Context: an optimization exercise on an open-source flow, tuned for small area, a short achievable clock period and few clock cycles per item. The choices shown serve that exercise and are no tape-out recipe.
At most, simulation tests tie the RTL to the original design; equivalence was not proved.
Power is estimated from default activity; no workload was simulated.

// cnm_top
module cnm_top (
    input  logic               clk,
    input  logic               rst,
    input  logic               in_valid,
    input  logic signed [7:0]  rea,
    input  logic signed [7:0]  ima,
    input  logic signed [7:0]  req,
    input  logic signed [7:0]  imq,
    output logic               out_valid,
    output logic signed [15:0] rep,
    output logic signed [15:0] imp
);
    logic [7:0] rea_r, ima_r, req_r, imq_r;
    logic rep_p0_1;
    logic rep_p1_2;
    logic rep_p2_3;
    logic rep_p3_4;
    logic rep_p4_5;
    logic rep_p5_6;
    logic rep_p6_7;
    logic rep_p7_8;
    logic rep_p1_9;
    logic rep_p2_10;
    logic rep_p3_11;
    logic rep_p4_12;
    logic rep_p5_13;
    logic rep_p6_14;
    logic rep_p7_15;
    logic rep_p8_16;
    logic rep_p2_17;
    logic rep_p3_18;
    logic rep_p4_19;
    logic rep_p5_20;
    logic rep_p6_21;
    logic rep_p7_22;
    logic rep_p8_23;
    logic rep_p9_24;
    logic rep_p3_25;
    logic rep_p4_26;
    logic rep_p5_27;
    logic rep_p6_28;
    logic rep_p7_29;
    logic rep_p8_30;
    logic rep_p9_31;
    logic rep_p10_32;
  ...
For scale: roughly 770 cells after synthesis, roughly 68 I/O pins.
make LEC_CHECK=0 CAP_MARGIN=20 CORE_MARGIN=2 CORE_UTILIZATION=40 SETUP_SLACK_MARGIN=3.4 SLEW_MARGIN=20 SYNTH_HIERARCHICAL=1 finish   # period 7.0 ns
run.sh (not shown) runs the stock make flow with config.mk's settings and CLKGATE_MAP_FILE= SYNTH_SCRIPT=/design/flow/synth_recipe.tcl, a recipe that flattens the netlist after the stock synthesis.
The starting point went through all stages and came out clean.
Edit:
==> flow/flow/run.sh (new file) <==
#!/bin/bash
# Own layout flow: the standard flow (standard synthesis, same steps and
# settings), except that the port buffers are the small sky130 buf_1 cell
# instead of the delay cell buffer_ports picks by default. Every input and
# output port still gets its own buffer; repair may resize them.
set -euo pipefail
export BUFFER_PORTS_ARGS="-buffer_cell sky130_fd_sc_hd__buf_1"
bash standard.sh > flow_make.log 2>&1
==> flow/standard.sh (new file) <==
#!/bin/bash
# synth_recipe.tcl (not shown) runs the flow's synth.tcl, then flattens the netlist and writes it again
# the make line also repeats each setting of config.mk as NAME=value (left out here)
make -C /OpenROAD-flow-scripts/flow DESIGN_CONFIG=/design/flow/config.mk WORK_HOME=/design/flow/orfs CLKGATE_MAP_FILE= SYNTH_SCRIPT=/design/flow/synth_recipe.tcl "${@:-finish}"
removed: flow/run.sh
Effect:
- The changed run finished clean
- non-clock buffer count fell by 4
- worst setup slack improved by 0.12 ns
- maximum frequency rose by 3.3%
- worst hold slack got worse by 0.0042 ns
- utilization fell by 2.7 points
- clock skew hardly moves
Edit:
==> flow/run.sh (new file) <==
#!/bin/bash
# synth_recipe.tcl (not shown) runs the flow's synth.tcl, then flattens the netlist and writes it again
# the make line also repeats each setting of config.mk as NAME=value (left out here)
make -C /OpenROAD-flow-scripts/flow DESIGN_CONFIG=/design/flow/config.mk WORK_HOME=/design/flow/orfs CLKGATE_MAP_FILE= SYNTH_SCRIPT=/design/flow/synth_recipe.tcl finish
Settings changed: CTS_BUF_LIST set to sky130_fd_sc_hd__clkbuf_4 sky130_fd_sc_hd__clkbuf_8.
removed: flow/flow/run.sh
removed: flow/standard.sh
- register-to-register slack hardly moves
- wire length grows by 5.5%
- critical path depth rises by 1
- sequential power climbs by about 2%
- power rose by 7.3%
- setup slack is worse by 0.051 ns
No run of this note included a check of the RTL's function; only the layout flow was run.


Setup of build 35:
Another version of the RTL of cnm_top (not shown whole).
Size in the first run: roughly 820 cells after synthesis, about 150 flip-flops, roughly 9800 µm² of cells after synthesis.
clock: 7.0 ns
lec_check: 0
cap_margin: 20
core_margin: 2
core_utilization: 40
cts_buf_list: sky130_fd_sc_hd__clkbuf_4 sky130_fd_sc_hd__clkbuf_8
setup_slack_margin: 4.5
slew_margin: 20
synth_hierarchical: 1
standard.sh (not shown) runs the stock make flow with config.mk's settings and CLKGATE_MAP_FILE= SYNTH_SCRIPT=/design/flow/synth_recipe.tcl, a recipe that flattens the netlist after the stock synthesis.
==> flow/flow/run.sh <==
#!/bin/bash
# Own layout flow: the standard flow (standard synthesis, same steps and
# settings) with two changes:
#  - the port buffers are the small sky130 buf_1 cell instead of the delay
#    cell buffer_ports picks by default (every input and output port still
#    gets its own buffer; repair may resize them);
#  - clock tree synthesis adds no dummy loads.
set -euo pipefail
export BUFFER_PORTS_ARGS="-buffer_cell sky130_fd_sc_hd__buf_1"
export CTS_ARGS="-sink_clustering_enable -repair_clock_nets -dont_use_dummy_load -buf_list {sky130_fd_sc_hd__clkbuf_4 sky130_fd_sc_hd__clkbuf_8}${CTS_EXTRA:-}"
bash standard.sh > flow_make.log 2>&1
Build 35 was carried through to the last stage, and its layout satisfied the timing, design-rule and antenna checks.
Testbench counts of build 35, summed over its fixed seeds: cycles 16,024, items 16,000.
## Diff of input files: build 41 against build 35
==> flow/flow/run.sh <==
#!/bin/bash
# Own layout flow: the standard flow (standard synthesis, same steps and
# settings) with these changes:
#  - after the floorplan step, combinational cells that synthesis mapped at a
#    larger drive strength are set back to drive strength 1 (downsize.tcl);
#    the standard repair steps that follow upsize where timing needs it;
#  - the port buffers are the small sky130 buf_1 cell instead of the delay
#    cell buffer_ports picks by default (every input and output port still
#    gets its own buffer; repair may resize them);
#  - clock tree synthesis adds no dummy loads.
set -euo pipefail
export BUFFER_PORTS_ARGS="-buffer_cell sky130_fd_sc_hd__buf_1"
export CTS_ARGS="-sink_clustering_enable -repair_clock_nets -dont_use_dummy_load -buf_list {sky130_fd_sc_hd__clkbuf_4 sky130_fd_sc_hd__clkbuf_8}"
bash standard.sh floorplan > flow_make_floorplan.log 2>&1
RESULTS=orfs/results/$FLOW_PLATFORM/cnm_top/base \
LIB=$FLOW_HOME/platforms/$FLOW_PLATFORM/lib/sky130_fd_sc_hd__tt_025C_1v80.lib \
  openroad -no_init -exit flow/downsize.tcl > downsize.log 2>&1
touch orfs/results/$FLOW_PLATFORM/cnm_top/base/2_floorplan.odb
bash standard.sh > flow_make.log 2>&1
==> flow/flow/downsize.tcl (new file) <==
# Set every combinational cell of the synthesized, floorplanned design to its
# drive-strength-1 variant (same function and footprint family). The flow's
# later repair steps upsize again where timing needs it. Registers, clock and
# tap cells are left alone.
set results $::env(RESULTS)
read_liberty $::env(LIB)
read_db $results/2_floorplan.odb
set n 0
foreach inst [get_cells *] {
  set ref [get_property $inst ref_name]
  if {![regexp {^(sky130_fd_sc_hd__([a-z0-9]+))_([0-9]+)$} $ref -> base fn drive]} continue
  if {$drive <= 1} continue
  if {[regexp {^(df|ed|sd|dl|clk|tap|fill|decap|conb|probe|lpflow|buf|inv|bufinv|dly)} $fn]} continue
  set lc [get_lib_cells -quiet ${base}_1]
  if {$lc eq ""} continue
  replace_cell $inst $lc
  incr n
}
puts "downsized $n cells"
write_db $results/2_floorplan.odb
Notes after the runs:
- The total power on build 35 is in line with that on build 41.
- Build 41 vs. build 35: wire length now sits lower; maximum clock frequency fell by about 1.2%.
- [compare] base=build 35 new=build 41: arrival time at the worst endpoint roughly the same, layout net count lower.
- On sequential cell count, build 41 and build 35 are basically level.
- Compared to build 35, build 41 has non-clock buffer contribution to total cell area 1.3 points lower.
- Compared with build 35, in build 41 slack of the worst reg-to-reg path shrank by 30 ps; final area shrank by 360 µm²; post-synthesis to final-layout area growth shrank by 3.6 points; footprint of the multi-input gates shrank by 3.5%.
diff inputs: build 41 => build 50
==> flow/flow/run.sh <==
#!/bin/bash
# Own layout flow: the standard flow (standard synthesis, same steps and
# settings) with two changes:
#  - the port buffers are the small sky130 buf_1 cell instead of the delay
#    cell buffer_ports picks by default (every input and output port still
#    gets its own buffer; repair may resize them);
#  - clock tree synthesis adds no dummy loads.
set -euo pipefail
export BUFFER_PORTS_ARGS="-buffer_cell sky130_fd_sc_hd__buf_1"
export CTS_ARGS="-sink_clustering_enable -repair_clock_nets -dont_use_dummy_load -buf_list {sky130_fd_sc_hd__clkbuf_4 sky130_fd_sc_hd__clkbuf_8}"
export RECOVER_POWER=100
bash standard.sh > flow_make.log 2>&1
removed: flow/flow/downsize.tcl
[summary]
| build 50 | all stages done | FAIL | max-capacitance violations, max-slew violations |. Sink count of the clock tree delta (build 50 -> build 41): insignificant. Share of the core filled with cells in the final layout is lower on build 41. For the share of power burned in combinational logic, build 50 came in 0.4 points lower than build 41 did. Looking at switching power total, build 50 sits 0.73% higher than build 41 does. Build 50 — worst setup slack 930 ps lower, build 41 as reference. Taking build 41 as the reference, in build 50 sum of routed wire length over all layers has increased, overall via count from detail_route has increased. From build 41 to build 50 the numbers moved as follows: top-level I/O count saw little to no change, fraction of the cycle the final worst path needs saw an increase, sequential share of layout area saw a decrease, upper clock frequency limit saw a decrease.
The following lists how build 11 was set up differently from build 50:
- swapping 4.5 for 4.8 in SETUP_SLACK_MARGIN
diff --git a/flow/flow/run.sh b/flow/flow/run.sh
--- a/flow/flow/run.sh
+++ b/flow/flow/run.sh
@@ -10,3 +10,2 @@
 export CTS_ARGS="-sink_clustering_enable -repair_clock_nets -dont_use_dummy_load -buf_list {sky130_fd_sc_hd__clkbuf_4 sky130_fd_sc_hd__clkbuf_8}"
-export RECOVER_POWER=100
 bash standard.sh > flow_make.log 2>&1
## What came out
Changes observed in build 11 relative to build 50: placer's final routability congestion estimate down 0.039, top fanout value on the critical path fell by 14, required time of the critical path increased by 60 ps relative to the old numbers, total power moved up, met2 wirelength from detailed routing rose 13%.
Max final standard cell utilization of the core across build 50 and build 11: build 11
Build 11: met2 demand-to-capacity share in global routing is 1.7 points higher than what build 50 reported.
Every run in build 50 and build 11 closed cleanly, with the single exception of build 50.
Final checks on build 50, whose flow otherwise completed, came back failing, citing max-capacitance violations, max-slew violations.
Delta (build 11 minus build 50): share of power burned in combinational logic +4.4 points; chip height about even; via count of the routed design higher.
Between build 11 and build 50, it is build 11 whose cell area reported after detailed placement is higher, by 0.73%.
[inputs] build 22 vs build 11
- changing SETUP_SLACK_MARGIN from 4.8 to 4.5
diff --git a/flow/flow/run.sh b/flow/flow/run.sh
--- a/flow/flow/run.sh
+++ b/flow/flow/run.sh
@@ -9,3 +9,3 @@
 export BUFFER_PORTS_ARGS="-buffer_cell sky130_fd_sc_hd__buf_1"
-export CTS_ARGS="-sink_clustering_enable -repair_clock_nets -dont_use_dummy_load -buf_list {sky130_fd_sc_hd__clkbuf_4 sky130_fd_sc_hd__clkbuf_8}"
+export CTS_ARGS="-sink_clustering_enable -repair_clock_nets -dont_use_dummy_load -buf_list {sky130_fd_sc_hd__clkbuf_4}"
 bash standard.sh > flow_make.log 2>&1
--- outcome ---
- Level count of the clock H-tree came out exactly the same in build 11 and build 22.
- Total setup buffers inserted after CTS ends up lower on build 22.
- Diff build 11..build 22 | data required time of the worst path | negligible
diff inputs: build 22 => build 45
- a change of CORE_UTILIZATION from 40 to 60
diff --git a/flow/flow/run.sh b/flow/flow/run.sh
--- a/flow/flow/run.sh
+++ b/flow/flow/run.sh
@@ -9,3 +9,3 @@
 export BUFFER_PORTS_ARGS="-buffer_cell sky130_fd_sc_hd__buf_1"
-export CTS_ARGS="-sink_clustering_enable -repair_clock_nets -dont_use_dummy_load -buf_list {sky130_fd_sc_hd__clkbuf_4}"
+export CTS_ARGS="-sink_clustering_enable -repair_clock_nets -dont_use_dummy_load -buf_list {sky130_fd_sc_hd__clkbuf_4 sky130_fd_sc_hd__clkbuf_8}"
 bash standard.sh > flow_make.log 2>&1
Findings:
Power dissipated in combinational cells delta (build 22 -> build 45): insignificant
Against build 22 as the reference, build 45 delivers a higher pre-CTS setup slack.
Against build 22 as the reference, build 45 delivers a lower share of power burned in combinational logic.
The net switching fraction of the power of build 45 falls short of that of build 22 by 0.22 points.

what the ideal ports hide:
No port has a modelled driver above. Below, the same layouts with a new extraction and two added sets of constraints.
Step 1 (the two cells are an assumption about what drives the block):
set clk [get_ports {clk}]
set_driving_cell -lib_cell sky130_fd_sc_hd__clkbuf_16 $clk
set_driving_cell -lib_cell sky130_fd_sc_hd__buf_2 [delete_from_list [all_inputs] $clk]
Step 2 adds t to the input delays and takes it off the output delays; t is the mean of the earliest and latest rising clock arrival at the registers after step 1. Input paths then give back, and output paths get back, about the clock's delay inside the block.
Slacks: no drivers / after step 1 / after step 2; pairs: no drivers / after step 1.
run | t, ns | setup WS [ns] | worst slew at a driven data input, ns
the first run of note 1 | 0.402 | 3.365 / 3.320 / 3.521 | 0.03
the second run of note 1 | 0.395 | 3.481 / 3.437 / 3.525 | 0.03
the third run of note 1 | 0.419 | 3.430 / 3.390 / 3.519 | 0.03
build 35 | 0.492 | 4.597 / 4.597 / 4.597 | 0.03
build 41 | 0.472 | 4.567 / 4.567 / 4.567 | 0.03
build 50 | 0.496 | 3.638 / 3.638 / 3.638 | 0.03
build 11 | 0.490 | 4.679 / 4.656 / 4.679 | 0.04
build 22 | 0.575 | 4.591 / 4.556 / 4.591 | 0.03
build 45 | 0.477 | 4.543 / 4.543 / 4.543 | 0.04
